What follows belongs to an exercise in optimizing a design on an open flow for small area, a short achievable clock period and few clock cycles; a production flow would make more cautious choices. Only simulation tests tie the RTL to the original design; equivalence was not proved.

==> inputs of v9 <==
Design artemis_cpu, start of the top module:
module artemis_cpu(clk, rst, imem_addr, imem_data,
                   dmem_addr, dmem_wdata, dmem_we, dmem_re, dmem_bytesel, dmem_lb4, dmem_rdata);
Settings: LEC_CHECK=0, CAP_MARGIN=20, CORE_MARGIN=2, CORE_UTILIZATION=30, CTS_CLUSTER_DIAMETER=60, CTS_CLUSTER_SIZE=30, SLEW_MARGIN=20; clock period 20.0 ns.
standard.sh (not shown) runs the stock make flow with config.mk's settings and CLKGATE_MAP_FILE= SYNTH_SCRIPT=/design/flow/synth_recipe.tcl, a recipe that flattens the netlist after the stock synthesis.
==> flow/flow/run.sh <==
#!/bin/bash
# The standard ORFS layout (standard.sh, standard synthesis) with two
# changes to how the layout is made; the clock, the IO constraints and every
# other setting stay the standard flow's:
#  - every port is still buffered, with buf_4 cells instead of the delay cells
#    buffer_ports picks by default;
#  - repair_timing is asked to reach a setup slack margin, so that the design
#    is sped up below the 20 ns clock constraint.
# make's output goes to standard.log; ORFS keeps each tool's own log under
# orfs/logs/.
set -euo pipefail
export BUFFER_PORTS_ARGS="-buffer_cell sky130_fd_sc_hd__buf_4"
export SETUP_SLACK_MARGIN=14.5
bash standard.sh > standard.log 2>&1
==> v33: changes against v9 <==
--- a/flow/design.v
+++ b/flow/design.v
@@ -99,11 +99,12 @@
     wire i_ori   = (op == 6'd13);
     wire i_xori  = (op == 6'd14);
     wire i_lui   = (op == 6'd15);
     wire is_shift = f_sll | f_srl | f_sra | f_sllv | f_srlv | f_srav;
     wire is_mulop = f_mult | f_multu | s_mul | s_madd | s_msub;
-    wire [4:0] dst = o_jal ? 5'd31 : (o_r | o_sp2 | o_31) ? rd : rt;
+    reg  [4:0] dst;
+    reg        e_wrs, e_movn, e_movz;
     wire wr_static = (o_r & ~(f_jr | f_mthi | f_mtlo | f_mult | f_multu | f_movz | f_movn)) |
                      (o_sp2 & ~(s_madd | s_msub)) | o_31 | o_alui | o_ld | o_jal;
     wire wr_maybe  = wr_static | f_movz | f_movn;
     wire [31:0] va = e_a;
     wire [31:0] vb = e_b;
@@ -226,11 +227,11 @@
                       ({32{r_mul}}   & m_wdata) |
                       ({32{r_link}}  & link) |
                       ({32{r_sum}}   & sum[31:0]);
     wire [31:0] res = r_mul ? mres : res_f;
     wire bz = (vb == 32'd0);
-    wire ex_wr = wr_static | (f_movn & ~bz) | (f_movz & bz);
+    wire ex_wr = e_wrs | (e_movn & ~bz) | (e_movz & bz);
     wire [5:0] d_op = d_ir[31:26];
     wire [4:0] d_rs = d_ir[25:21];
     wire [4:0] d_rt = d_ir[20:16];
     wire [4:0] ra_a = m_busy ? rs : d_rs;
     wire d_o_r = (d_op == 6'd0);
@@ -257,14 +258,25 @@
     alu_decode u_dec (.i(d_ir),
         .c_sub(k_sub), .c_imm(k_imm), .c_zx(k_zx), .c_sltu(k_sltu), .c_var(k_var), .c_left(k_left),
         .c_sra(k_sra), .c_and(k_and), .c_or(k_or), .c_xor(k_xor), .c_nor(k_nor), .c_lui(k_lui),
         .r_sum(k_sum), .r_shift(k_shift), .r_slt(k_slt), .r_logic(k_logic), .r_ad4b(k_ad4b),
         .r_se(k_se), .r_hi(k_hi), .r_lo(k_lo), .r_mul(k_mul), .r_link(k_link));
-    wire ex_w = ex_go && ex_wr && (dst != 5'd0);
+    wire [5:0] d_fn = d_ir[5:0];
+    wire d_o_sp2 = (d_op == 6'd28);
+    wire d_o_31  = (d_op == 6'd31);
+    wire d_o_jal = (d_op == 6'd3);
+    wire [4:0] k_dst = d_o_jal ? 5'd31 : (d_o_r | d_o_sp2 | d_o_31) ? d_ir[15:11] : d_rt;
+    wire k_movz = d_o_r && d_fn == 6'd10;
+    wire k_movn = d_o_r && d_fn == 6'd11;
+    wire k_wrs  = (d_o_r & ~(d_fn == 6'd8 || d_fn == 6'd17 || d_fn == 6'd19 || d_fn == 6'd24 ||
+                             d_fn == 6'd25 || d_fn == 6'd10 || d_fn == 6'd11)) |
+                  (d_o_sp2 & ~(d_fn == 6'd0 || d_fn == 6'd4)) | d_o_31 | (d_op[5:3] == 3'b001) |
+                  (d_op == 6'd32) | (d_op == 6'd33) | (d_op == 6'd35) | (d_op == 6'd51) | d_o_jal;
+    wire ex_w = ex_go && ex_wr;
     wire fwd_a = ex_w && (dst == d_rs);
     wire fwd_b = ex_w && (dst == d_rt);
-    wire ld_stall = d_v && ir_v && o_ld && (dst != 5'd0) &&
+    wire ld_stall = d_v && ir_v && o_ld && e_wrs &&
                     ((d_use_rs && dst == d_rs) || (d_use_rt && dst == d_rt));
     wire f_stall = ld_stall | m_busy;
     wire [8:0] pc_next = redirect ? nxt :
                          f_stall ? pc :
                          f_take ? f_tgt : pc + 9'd1;
@@ -295,10 +307,14 @@
         if (!m_busy) begin
             ir <= d_ir;
             ir_pc <= d_pc;
             ir_hit <= d_hit;
             ir_hidx <= d_hidx;
+            dst <= k_dst;
+            e_wrs <= k_wrs & (k_dst != 5'd0);
+            e_movn <= k_movn & (k_dst != 5'd0);
+            e_movz <= k_movz & (k_dst != 5'd0);
             {c_sub, c_imm, c_zx, c_sltu, c_var, c_left, c_sra} <=
                 {k_sub, k_imm, k_zx, k_sltu, k_var, k_left, k_sra};
             {c_and, c_or, c_xor, c_nor, c_lui} <= {k_and, k_or, k_xor, k_nor, k_lui};
             c_msgn <= ~(d_ir[31:26] == 6'd0 && d_ir[5:0] == 6'd25);     
             c_msub <= (d_ir[31:26] == 6'd28 && d_ir[5:0] == 6'd4);      
==> summary.md <==
Worst setup path
* or3_1 > nor4_4 > buf_4 > o211ai_4 > buf_12 > mux2i_2 > buf_4 > nor3_4 > buf_4 > a22oi_1 > nand2_1 > nor2_1 > nand4_1 > nor3_1 > a221oi_1 — cell chain of the critical path

Outcome
* no timing/DRC/antenna violations — run status

Drt
* 59.6 mm — met3 routed WL
* 38.2 um — Avg WL per Cell

Timing
* 175 MHz — maximum frequency from static timing analysis

Clock tree
* 22 — postcts setup bufs

Source of the figures above: v33

==> summary.md <==
Worst setup path
* or4_1 > nor4_4 > o21ai_2 > nor2_4 > inv_6 > mux2_2 > and2_2 > buf_4 > a22oi_1 > o2111ai_1 > nor4_1 > a21oi_1 > nor2_1 > a21oi_1 — cell chain of the critical path

Drt
* 65.0 mm — met3 routed WL
* 39.4 um — Avg WL per Cell

Outcome
* no timing/DRC/antenna violations — run status

Timing
* 181 MHz — maximum frequency from static timing analysis

Source of the figures above: v9

Testbench counts of v9, summed over its fixed seeds: cycles 223,282.
Testbench counts of v33, summed over its fixed seeds: cycles 223,282.

[re-timing with driven ports]
How much do the figures lean on ideal ports? The routed layouts below were timed once more, with nothing changed but the port constraints.
Step 1, drivers: a clkbuf_16 drives clk and a buf_2 each remaining input, both assumed.
Step 2 moves the port delays by t, midway between the first and last clock arrival at a register: inputs arrive t later, outputs are due t later. That takes back most of the time a late clock gives input paths.
Three values: ideal ports, drivers, drivers and shift; two values: the first two.
run	t (ns)	setup WS [ns]	worst setup path after step 2	worst data-port slew with drivers (ns)	cell pins on the clock port's net
v9	0.910	14.488 / 14.414 / 14.043	input to register	0.13	1
v33	0.919	14.273 / 14.273 / 14.150	input to register	0.10	1
After both steps every run listed still meets setup and hold. The setup slack of v9, which loses most, moves by -0.074 ns with the drivers and by -0.445 ns with both steps.
